Background: an optimization exercise with open tools, aiming at small area, a short achievable clock period and few clock cycles per item. Do not read the settings as production practice. Where RTL was checked, it was by simulation tests only, not by an equivalence proof against the original. Power and IR drop assume default switching activity.

== main ==
// Datapath
module Datapath #(parameter N = 8) (
    input  [N-1:0]   a_in,
    input  [N-1:0]   b_in,
    output [2*N-1:0] result,
    input            clk,
    input            reset,
    input            start,
    output           done
);
    reg done_r;
    always @(posedge clk or posedge reset) begin
        if (reset)
            done_r <= 1'b0;
        else if (start)
            done_r <= 1'b1;
    end
    assign done = done_r;
  ...
Size in the first run: roughly 230 cells after synthesis, ~26 flip-flops, about 36 I/O pins, roughly 2600 um2 of cells after synthesis.
make LEC_CHECK=0 CAP_MARGIN=20 CORE_MARGIN=2 CORE_UTILIZATION=40 SLEW_MARGIN=20 SYNTH_HIERARCHICAL=1 SYNTH_MINIMUM_KEEP_SIZE=0 finish   # period 5.0 ns
run.sh (not shown) runs the stock make flow with config.mk's settings and CLKGATE_MAP_FILE= SYNTH_SCRIPT=/design/flow/synth_recipe.tcl, a recipe that flattens the netlist after the stock synthesis.
What the feature branch does differently from main at the input level:
--- a/flow/design.v
+++ b/flow/design.v
@@ -96,27 +96,27 @@
     fa3 us75 (.a(s71), .b(c70), .ci(s73), .s(s75), .co(c76));
     fa3 us77 (.a(p6), .b(p13), .ci(p20), .s(s77), .co(c78));
     fa3 us79 (.a(p27), .b(p34), .ci(p41), .s(s79), .co(c80));
     fa3 us81 (.a(c72), .b(s77), .ci(s79), .s(s81), .co(c82));
     fa3 us83 (.a(c74), .b(s81), .ci(c76), .s(s83), .co(c84));
     fa3 us85 (.a(p7), .b(p14), .ci(p21), .s(s85), .co(c86));
     fa3 us87 (.a(p28), .b(p35), .ci(p42), .s(s87), .co(c88));
     fa3 us89 (.a(p49), .b(c78), .ci(c80), .s(s89), .co(c90));
     fa3 us91 (.a(s85), .b(s87), .ci(c82), .s(s91), .co(c92));
-    assign s93 = s89 ^ s91;
-    assign c94 = ~s89 & ~s91;
+    assign s93 = ~(s89 ^ s91);
+    assign c94 = s89 | s91;
     fa3 us95 (.a(p8), .b(p15), .ci(p22), .s(s95), .co(c96));
     fa3 us97 (.a(p29), .b(p36), .ci(p43), .s(s97), .co(c98));
     fa3 us99 (.a(p50), .b(p57), .ci(c86), .s(s99), .co(c100));
     fa3 us101 (.a(c88), .b(s95), .ci(s97), .s(s101), .co(c102));
     fa3 us103 (.a(c90), .b(s99), .ci(s101), .s(s103), .co(c104));
-    assign s105 = c92 ^ s103;
-    assign c106 = ~c92 & ~s103;
+    assign s105 = ~(c92 ^ s103);
+    assign c106 = c92 | s103;
     fa3 us107 (.a(1'b0), .b(p16), .ci(p23), .s(s107), .co(c108));
     fa3 us109 (.a(p30), .b(p37), .ci(p44), .s(s109), .co(c110));
     fa3 us111 (.a(p51), .b(p58), .ci(c96), .s(s111), .co(c112));
     fa3 us113 (.a(c98), .b(s107), .ci(s109), .s(s113), .co(c114));
     fa3 us115 (.a(c100), .b(c102), .ci(s111), .s(s115), .co(c116));
     fa3 us117 (.a(s113), .b(s115), .ci(c104), .s(s117), .co(c118));
     fa3 us119 (.a(p24), .b(p31), .ci(p38), .s(s119), .co(c120));
     fa3 us121 (.a(p45), .b(p52), .ci(p59), .s(s121), .co(c122));
     fa3 us123 (.a(c108), .b(c110), .ci(s119), .s(s123), .co(c124));
@@ -156,12 +156,14 @@
             r_c136 <= c136;
             r_s145 <= s145;
             r_c142 <= c142;
             r_s147 <= s147;
             r_c146 <= c146;
             r_p64 <= p64;
             r_c148 <= c148;
         end
     end
-    assign result = {1'b1, ~r_p64, ~r_s147, ~r_s145, ~r_s141, ~r_c128, ~r_c118, r_c106, r_c94, r_s93, ~r_s83, ~r_s75, ~r_s69, ~r_s65, ~r_p2, ~r_p1}
-                  + {1'b0, ~r_c148, ~r_c146, ~r_c142, ~r_c136, ~r_s135, ~r_s127, ~r_s117, r_s105, ~r_c84, 1'b0, 1'b0, 1'b0, 1'b0, ~r_p9, 1'b0};
+    wire [15:0] sx = {1'b0, r_p64, r_s147, r_s145, r_s141, r_c128, r_c118, r_c106, r_c94, r_s93, r_s83, r_s75, r_s69, r_s65, r_p2, r_p1};
+    wire [15:0] sy = {1'b1, r_c148, r_c146, r_c142, r_c136, r_s135, r_s127, r_s117, r_s105, r_c84, 1'b1, 1'b1, 1'b1, 1'b1, r_p9, 1'b1};
+    wire [15:0] nsum = sx + sy + 16'd1;
+    assign result = ~nsum;
 endmodule
- On register-to-register slack, the feature branch tracks main almost exactly.
- The feature branch vs main — synthesized instance count dropped by a few percent
- In the metrics for the feature branch and main, the one carrying the lower critical path depth is the feature branch.
- Changes observed in the feature branch relative to main: routed wire length on met2 up about 4.6%; setup slack went up 310 ps; number of nets in the final layout now smaller; total power grew by about 3.7%.
Testbench counts of the feature branch, summed over its fixed seeds: cycles 3,200, items 3,200.
Only the layout flow was run in main; the RTL was not checked for function there.

Another version of the RTL of Datapath (not shown whole).
Size: ~250 cells after synthesis, about 25 flip-flops.
clock: 5.0 ns
lec_check: 0
cap_margin: 20
core_margin: 2
core_utilization: 40
slew_margin: 20
synth_hierarchical: 1
synth_minimum_keep_size: 0
standard.sh (not shown) runs the stock make flow with config.mk's settings and CLKGATE_MAP_FILE= SYNTH_SCRIPT=/design/flow/synth_recipe.tcl, a recipe that flattens the netlist after the stock synthesis.
==> flow/flow/run.sh <==
#!/bin/bash
# Own flow: the standard layout with buf_2 port buffers; after placement the
# output-port buffers (which drive only the port) are swapped to buf_1.
set -e
cp standard.sh standard_sh.log
cp config.mk config_mk.log
export BUFFER_PORTS_ARGS="-buffer_cell sky130_fd_sc_hd__buf_2"
bash standard.sh place > standard_place.log 2>&1
ODB=$PWD/orfs/results/$FLOW_PLATFORM/Datapath/base/3_place.odb openroad -no_init -exit flow/outbuf.tcl > outbuf.log 2>&1
bash standard.sh finish > standard.log 2>&1
==> flow/flow/outbuf.tcl <==
read_db $::env(ODB)
set block [ord::get_db_block]
set m [[ord::get_db] findMaster sky130_fd_sc_hd__buf_1]
set n 0
foreach inst [$block getInsts] {
  if {[string match "output*" [$inst getName]] && [[$inst getMaster] getName] eq "sky130_fd_sc_hd__buf_2"} {
    $inst swapMaster $m
    incr n
  }
}
puts "swapped $n output buffers"
write_db $::env(ODB)
Then changed:
--- a/flow/design.v
+++ b/flow/design.v
@@ -50,21 +50,21 @@
     output           done
 );
     reg done_r;
     always @(posedge clk or posedge reset) begin
         if (reset)
             done_r <= 1'b0;
         else if (start)
             done_r <= 1'b1;
     end
     assign done = done_r;
-    wire p1, p2, p3, p4, p5, p6, p7, p8, p9, p10, p11, p12, p13, p14, p15, p16, p17, p18, p19, p20, p21, p22, p23, p24, p25, p26, p27, p28, p29, p30, p31, p32, p33, p34, p35, p36, p37, p38, p39, p40, p41, p42, p43, p44, p45, p46, p47, p48, p49, p50, p51, p52, p53, p54, p55, p56, p57, p58, p59, p60, p61, p62, p63, p64, s65, c66, s67, c68, s69, c70, s71, c72, s73, c74, s75, c76, s77, c78, s79, c80, s81, c82, s83, c84, s85, c86, s87, c88, s89, c90, s91, c92, s93, c94, s95, c96, s97, c98, s99, c100, s101, c102, s103, c104, s105, c106, s107, c108, s109, c110, s111, c112, s113, c114, s115, c116, s117, c118, s119, c120, s121, c122, s123, c124, s125, c126, s127, c128, s129, c130, s131, c132, s133, c134, s135, c136, s137, c138, s139, c140, s141, c142, s143, c144, s145, c146, s147, c148, s149, c150, s151, c152, s153, c154, s155, c156, s157, c158, s67x, s71x, s73x, s79x, s81x, s89x, s91x, s101x, s103x, s111x, s113x, s121x, s125x, s127x, s135x, s137x, s143x, s145x, s151x;
+    wire p1, p2, p3, p4, p5, p6, p7, p8, p9, p10, p11, p12, p13, p14, p15, p16, p17, p18, p19, p20, p21, p22, p23, p24, p25, p26, p27, p28, p29, p30, p31, p32, p33, p34, p35, p36, p37, p38, p39, p40, p41, p42, p43, p44, p45, p46, p47, p48, p49, p50, p51, p52, p53, p54, p55, p56, p57, p58, p59, p60, p61, p62, p63, p64, s65, c66, s67, c68, s69, c70, s71, c72, s73, c74, s75, c76, s77, c78, s79, c80, s81, c82, s83, c84, s85, c86, s87, c88, s89, c90, s91, c92, s93, c94, s95, c96, s97, c98, s99, c100, s101, c102, s103, c104, s105, c106, s107, c108, s109, c110, s111, c112, s113, c114, s115, c116, s117, c118, s119, c120, s121, c122, s123, c124, s125, c126, s127, c128, s129, c130, s131, c132, s133, c134, s135, c136, s137, c138, s139, c140, s141, c142, s143, c144, s145, c146, s147, c148, s149, c150, s151, c152, s153, c154, s155, c156, s157, c158, s67x, s71x, s73x, s79x, s81x, s89x, s91x, s101x, s103x, s111x, s113x, s125x, s127x, s135x, s137x, s143x, s145x, s151x;
     assign p1 = a_in[0] & b_in[0];
     assign p2 = ~(a_in[0] & b_in[1]);
     assign p3 = ~(a_in[0] & b_in[2]);
     assign p4 = ~(a_in[0] & b_in[3]);
     assign p5 = ~(a_in[0] & b_in[4]);
     assign p6 = ~(a_in[0] & b_in[5]);
     assign p7 = ~(a_in[0] & b_in[6]);
     assign p8 = a_in[0] & b_in[7];
     assign p9 = ~(a_in[1] & b_in[0]);
     assign p10 = ~(a_in[1] & b_in[1]);
@@ -171,23 +171,21 @@
     xo2 us111x (.a(c98), .b(s105), .y(s111x));
     xo2 us111 (.a(s111x), .b(s107), .y(s111));
     mj3 uc112 (.a(c98), .b(s105), .c(s107), .y(c112));
     xo2 us113x (.a(s109), .b(c100), .y(s113x));
     xo2 us113 (.a(s113x), .b(s111), .y(s113));
     mj3 uc114 (.a(s109), .b(c100), .c(s111), .y(c114));
     xn2 us115 (.a(c102), .b(s113), .y(s115));
     or2 uc116 (.a(c102), .b(s113), .y(c116));
     ha2 us117 (.a(p16), .b(p23), .s(s117), .co(c118));
     fa3 us119 (.a(p30), .b(p37), .ci(p44), .s(s119), .co(c120));
-    xo2 us121x (.a(p51), .b(p58), .y(s121x));
-    xo2 us121 (.a(s121x), .b(c106), .y(s121));
-    mj3 uc122 (.a(p51), .b(p58), .c(c106), .y(c122));
+    fa3 us121 (.a(p51), .b(p58), .ci(c106), .s(s121), .co(c122));
     fa3 us123 (.a(c108), .b(s117), .ci(s119), .s(s123), .co(c124));
     xo2 us125x (.a(c110), .b(s121), .y(s125x));
     xo2 us125 (.a(s125x), .b(c112), .y(s125));
     mj3 uc126 (.a(c110), .b(s121), .c(c112), .y(c126));
     xo2 us127x (.a(s123), .b(s125), .y(s127x));
     xo2 us127 (.a(s127x), .b(c114), .y(s127));
     mj3 uc128 (.a(s123), .b(s125), .c(c114), .y(c128));
     fa3 us129 (.a(p24), .b(p31), .ci(p38), .s(s129), .co(c130));
     fa3 us131 (.a(p45), .b(p52), .ci(p59), .s(s131), .co(c132));
     fa3 us133 (.a(c118), .b(c120), .ci(s129), .s(s133), .co(c134));
Flip-flop and latch count stays the same.
Setup slack loses 0.014 ns.
Cell count came out lower by 0.59%.
Count of clock-buffer cells in the layout stays the same.
Routed wire length came out lower by 2.5%.
Die area came out lower by 0.32%.
Sequential share of layout area hardly moves.
Combinational power stays flat.
Synthesized cell count came out lower by 0.81%.
Total power is about the same.
Via count came out lower by 2.0%.
No functional check of the RTL was part of any run of this note.

-- separate check: timing with driven ports --
No port has a modelled driver above. Below, the same layouts with a new extraction and two added sets of constraints.
Step 1, drivers: a clkbuf_16 drives clk and a buf_2 each remaining input, both assumed.
Step 2 adds t to the input delays and takes it off the output delays; t is the mean of the earliest and latest rising clock arrival at the registers after step 1. Input paths then give back, and output paths get back, about the clock's delay inside the block.
Three values: ideal, step 1, step 2; two values: the first two.
run	t, ns	slack for setup (ns)	worst setup path after step 2	latest minus earliest clock arrival (ns)	slew at the worst register clock pin (ns)
main	0.280	1.008 / 0.985 / 1.010	input to register	0.004 / 0.005	0.08 / 0.08
the feature branch	0.284	1.319 / 1.323 / 1.038	input to register	0.004 / 0.005	0.08 / 0.08
the first run of note 2	0.280	2.019 / 1.996 / 1.785	input to register	0.003 / 0.003	0.08 / 0.08
the second run of note 2	0.285	2.005 / 1.992 / 1.724	input to register	0.002 / 0.002	0.08 / 0.08
After both steps every run listed still meets setup and hold.
